Background: an optimization exercise with open tools, aiming at small area, a short achievable clock period and few clock cycles. Do not read the settings as production practice. The RTL was checked by simulation tests, not by an equivalence proof against the original design. Power is estimated from default activity; no workload was simulated.

==> module TPU_fsm, before the edit <==
module TPU_fsm (
	input             clk,
	input             rst_n,
	input             in_valid,
	input      [7:0]  K,
	input      [7:0]  M,
	input      [7:0]  N,
	output reg        busy,
	output reg [7:0]  A_idx,
	output reg [7:0]  B_idx,
	output reg        fetch_v,      
	output     [3:0]  first_row,    
	output     [3:0]  wr_row,       
	output reg [7:0]  C_idx
);
	reg        act;
	reg [4:0]  k, Km1, Kpm1;
	reg [2:0]  mb, nb, MBm1, NBm1;
	reg [1:0]  Kpad;       
	reg [1:0]  Mpad;       
	reg [7:0]  bbase;
	reg [3:0]  first_c;    
	reg [5:0]  last_c;
	reg [6:0]  fin_c;
	wire start    = in_valid & ~busy;
	wire tile_end = (k == Kpm1);
	wire mb_end   = (mb == MBm1);
	wire nb_end   = (nb == NBm1);
	reg [4:0]  k_n;
	reg [2:0]  mb_n, nb_n;
	wire [7:0] inc   = tile_end ? 8'd1 - {6'd0, Kpad} : 8'd1;
	wire [7:0] a_sum = A_idx + inc;
	wire [7:0] b_sum = B_idx + inc;
	wire [7:0] a_n   = (tile_end & mb_end) ? 8'd0 : a_sum;
	wire [7:0] b_n   = (tile_end & ~mb_end) ? bbase : b_sum;
	always @(*) begin
		k_n = k + 5'd1;
		mb_n = mb;
		nb_n = nb;
		if (tile_end) begin
			k_n = 5'd0;
			if (!mb_end) begin
				mb_n = mb + 3'd1;
			end else begin
				mb_n = 3'd0;
				nb_n = nb + 3'd1;
			end
		end
	end
	wire last_n = (k_n == Km1);
	wire fin_n  = last_n & (mb_n == MBm1) & (nb_n == NBm1);
	wire [4:0] Kin_m1 = K[4:0] - 5'd1;
	wire final_fetch = tile_end & mb_end & nb_end;
	always @(posedge clk) begin
		if (!rst_n) begin
			act <= 1'b0;
			busy <= 1'b0;
			fetch_v <= 1'b0;
			first_c[0] <= 1'b0;
			last_c[0] <= 1'b0;
			fin_c[0] <= 1'b0;
		end else begin
			if (start)
				busy <= 1'b1;
			else if (fin_c[6])
				busy <= 1'b0;
			if (start) begin
				act <= 1'b1;
				fetch_v <= 1'b1;
				first_c[0] <= 1'b1;
				last_c[0] <= (K == 8'd1);
				fin_c[0] <= (K == 8'd1) & (M <= 8'd4) & (N <= 8'd4);
			end else if (act & ~final_fetch) begin
				fetch_v <= (k_n <= Km1);
				first_c[0] <= (k_n == 5'd0);
				last_c[0] <= last_n;
				fin_c[0] <= fin_n;
			end else begin
				act <= 1'b0;
				fetch_v <= 1'b0;
				first_c[0] <= 1'b0;
				last_c[0] <= 1'b0;
				fin_c[0] <= 1'b0;
			end
		end
	end
	always @(posedge clk) begin
		if (!busy) begin
			k <= 5'd0;
			mb <= 3'd0;
			nb <= 3'd0;
			bbase <= 8'd0;
			A_idx <= 8'd0;
			B_idx <= 8'd0;
			Km1 <= Kin_m1;
			Kpm1 <= (K < 8'd4) ? 5'd3 : Kin_m1;
			MBm1 <= (M - 8'd1) >> 2;
			NBm1 <= (N - 8'd1) >> 2;
			Kpad <= (K < 8'd4) ? 2'd0 - K[1:0] : 2'd0;
			Mpad <= 2'd0 - M[1:0];
		end else if (act & ~final_fetch) begin
			k <= k_n;
			mb <= mb_n;
			nb <= nb_n;
			if (tile_end & mb_end)
				bbase <= b_sum;
			A_idx <= a_n;
			B_idx <= b_n;
		end
	end
	always @(posedge clk) begin
		if (!rst_n) begin
			last_c[5:1] <= 5'd0;
			fin_c[6:1] <= 6'd0;
		end else begin
			last_c[5:1] <= last_c[4:0];
			fin_c[6:1] <= fin_c[5:0];
		end
		first_c[3:1] <= first_c[2:0];
	end
	assign first_row = first_c[3:0];
	assign wr_row    = last_c[5:2];
	reg [7:0] cbn;
	reg [2:0] wmb;
	always @(posedge clk) begin
		if (!busy) begin
			cbn <= 8'd0;
			wmb <= 3'd0;
		end else if (last_c[2]) begin
			if (wmb == MBm1) begin
				wmb <= 3'd0;
				cbn <= cbn + 8'd4 - {6'd0, Mpad};
			end else begin
				wmb <= wmb + 3'd1;
				cbn <= cbn + 8'd4;
			end
		end
		C_idx <= last_c[2] ? cbn : C_idx + 8'd1;
	end
endmodule
==> flow/config.mk <==
export PLATFORM = sky130hd
export DESIGN_NAME = TPU
export DESIGN_NICKNAME = TPU
export VERILOG_FILES = /design/flow/design.v
export SDC_FILE = /design/flow/constraint.sdc
export NUM_CORES = 4
export LEC_CHECK = 0
export CAP_MARGIN = 20
export CORE_MARGIN = 2
export CORE_UTILIZATION = 50
export CTS_CLUSTER_DIAMETER = 100
export CTS_CLUSTER_SIZE = 20
export SLEW_MARGIN = 20
export SYNTH_HIERARCHICAL = 1
export SYNTH_MINIMUM_KEEP_SIZE = 0
==> flow/constraint.sdc <==
create_clock -name core_clock -period 10.0 [get_ports {clk}]
set_input_delay 2.0000 -clock core_clock [delete_from_list [all_inputs] [get_ports {clk}]]
set_output_delay 2.0000 -clock core_clock [all_outputs]
set_load 0.01 [all_outputs]
standard.sh (not shown) runs the stock make flow with config.mk's settings and CLKGATE_MAP_FILE= SYNTH_SCRIPT=/design/flow/synth_recipe.tcl, a recipe that flattens the netlist after the stock synthesis.
==> flow/flow/run.sh <==
#!/bin/bash
set -euo pipefail
MARGIN=$(cat flow/margin.txt)
bash standard.sh SETUP_SLACK_MARGIN=$MARGIN \
  "BUFFER_PORTS_ARGS=-inputs -outputs -buffer_cell sky130_fd_sc_hd__buf_2" \
  finish > standard.log 2>&1
==> flow/flow/margin.txt <==
6.8
The first run produced a clean layout.
Testbench counts at the start, summed over its fixed seeds: cycles 19,071.
==> next run, changes <==
--- a/flow/design.v
+++ b/flow/design.v
@@ -339,38 +339,44 @@
 	output reg [7:0]  C_idx
 );
 	reg        act;
 	reg [4:0]  k, Km1, Kpm1;
 	reg [2:0]  mb, nb, MBm1, NBm1;
-	reg [1:0]  Kpad;       
-	reg [1:0]  Mpad;       
-	reg [7:0]  bbase;
+	reg [5:0]  Kr, Mr;
+	reg [7:0]  abase, bbase;
 	reg [3:0]  first_c;    
 	reg [5:0]  last_c;
 	reg [6:0]  fin_c;
 	wire start    = in_valid & ~busy;
 	wire tile_end = (k == Kpm1);
 	wire mb_end   = (mb == MBm1);
 	wire nb_end   = (nb == NBm1);
 	reg [4:0]  k_n;
 	reg [2:0]  mb_n, nb_n;
-	wire [7:0] inc   = tile_end ? 8'd1 - {6'd0, Kpad} : 8'd1;
-	wire [7:0] a_sum = A_idx + inc;
-	wire [7:0] b_sum = B_idx + inc;
-	wire [7:0] a_n   = (tile_end & mb_end) ? 8'd0 : a_sum;
-	wire [7:0] b_n   = (tile_end & ~mb_end) ? bbase : b_sum;
+	reg [7:0]  a_n, b_n, abase_n, bbase_n;
 	always @(*) begin
 		k_n = k + 5'd1;
 		mb_n = mb;
 		nb_n = nb;
+		a_n = A_idx + 8'd1;
+		b_n = B_idx + 8'd1;
+		abase_n = abase;
+		bbase_n = bbase;
 		if (tile_end) begin
 			k_n = 5'd0;
 			if (!mb_end) begin
 				mb_n = mb + 3'd1;
+				abase_n = abase + {2'b0, Kr};
+				a_n = abase_n;
+				b_n = bbase;
 			end else begin
 				mb_n = 3'd0;
 				nb_n = nb + 3'd1;
+				abase_n = 8'd0;
+				a_n = 8'd0;
+				bbase_n = bbase + {2'b0, Kr};
+				b_n = bbase_n;
 			end
 		end
 	end
 	wire last_n = (k_n == Km1);
 	wire fin_n  = last_n & (mb_n == MBm1) & (nb_n == NBm1);
@@ -412,25 +418,26 @@
 	always @(posedge clk) begin
 		if (!busy) begin
 			k <= 5'd0;
 			mb <= 3'd0;
 			nb <= 3'd0;
+			abase <= 8'd0;
 			bbase <= 8'd0;
 			A_idx <= 8'd0;
 			B_idx <= 8'd0;
 			Km1 <= Kin_m1;
 			Kpm1 <= (K < 8'd4) ? 5'd3 : Kin_m1;
 			MBm1 <= (M - 8'd1) >> 2;
 			NBm1 <= (N - 8'd1) >> 2;
-			Kpad <= (K < 8'd4) ? 2'd0 - K[1:0] : 2'd0;
-			Mpad <= 2'd0 - M[1:0];
+			Kr <= K[5:0];
+			Mr <= M[5:0];
 		end else if (act & ~final_fetch) begin
 			k <= k_n;
 			mb <= mb_n;
 			nb <= nb_n;
-			if (tile_end & mb_end)
-				bbase <= b_sum;
+			abase <= abase_n;
+			bbase <= bbase_n;
 			A_idx <= a_n;
 			B_idx <= b_n;
 		end
 	end
 	always @(posedge clk) begin
@@ -443,20 +450,22 @@
 		end
 		first_c[3:1] <= first_c[2:0];
 	end
 	assign first_row = first_c[3:0];
 	assign wr_row    = last_c[5:2];
-	reg [7:0] cbn;
+	reg [7:0] cbn, cbnb;
 	reg [2:0] wmb;
 	always @(posedge clk) begin
 		if (!busy) begin
 			cbn <= 8'd0;
+			cbnb <= 8'd0;
 			wmb <= 3'd0;
 		end else if (last_c[2]) begin
 			if (wmb == MBm1) begin
 				wmb <= 3'd0;
-				cbn <= cbn + 8'd4 - {6'd0, Mpad};
+				cbnb <= cbnb + {2'b0, Mr};
+				cbn <= cbnb + {2'b0, Mr};
 			end else begin
 				wmb <= wmb + 3'd1;
 				cbn <= cbn + 8'd4;
 			end
 		end
=>
- via count increases by 0.99%
- synthesized area climbs by 1.3%
- setup slack improves by 0.059 ns
- register-to-register slack is worse by 0.07 ns
- routed wire length decreases by 0.52%
- non-clock buffer count goes down by 10
- die area rises by about 1.3%
- global-route usage drops by 0.25 points
- total power rose by about 2.7%
- clock skew decreases by 0.020 ns
- count of clock-buffer cells in the layout came out higher by 8
- worst hold slack improves by 0.0055 ns
- core utilization decreases by 0.35 points
Testbench counts after the change, summed over its fixed seeds: cycles 19,071.

-- what the ideal ports hide --
How much do the figures lean on ideal ports? The routed layouts below were timed once more, with nothing changed but the port constraints. Step 1 assumes that a clkbuf_16 drives the clock port and a buf_2 every other input. Step 2 also shifts input and output timing later by t, the mid clock arrival at the registers, as if the neighbouring blocks saw the same clock. a / b / c = no drivers / after step 1 / after step 2; a / b = the first two.
run	shift t [ns]	setup WS [ns]	worst setup path after step 2	latest minus earliest clock arrival (ns)	slew at the worst register clock pin (ns)
the first run	0.794	6.735 / 6.655 / 6.331	input to register	0.051 / 0.050	0.10 / 0.10
the second run	0.754	6.795 / 6.721 / 6.710	input to register	0.026 / 0.026	0.10 / 0.10
After both steps setup and hold are still met in every run listed. The setup slack of the first run, which loses most, moves by -0.080 ns with the drivers and by -0.404 ns with both steps.
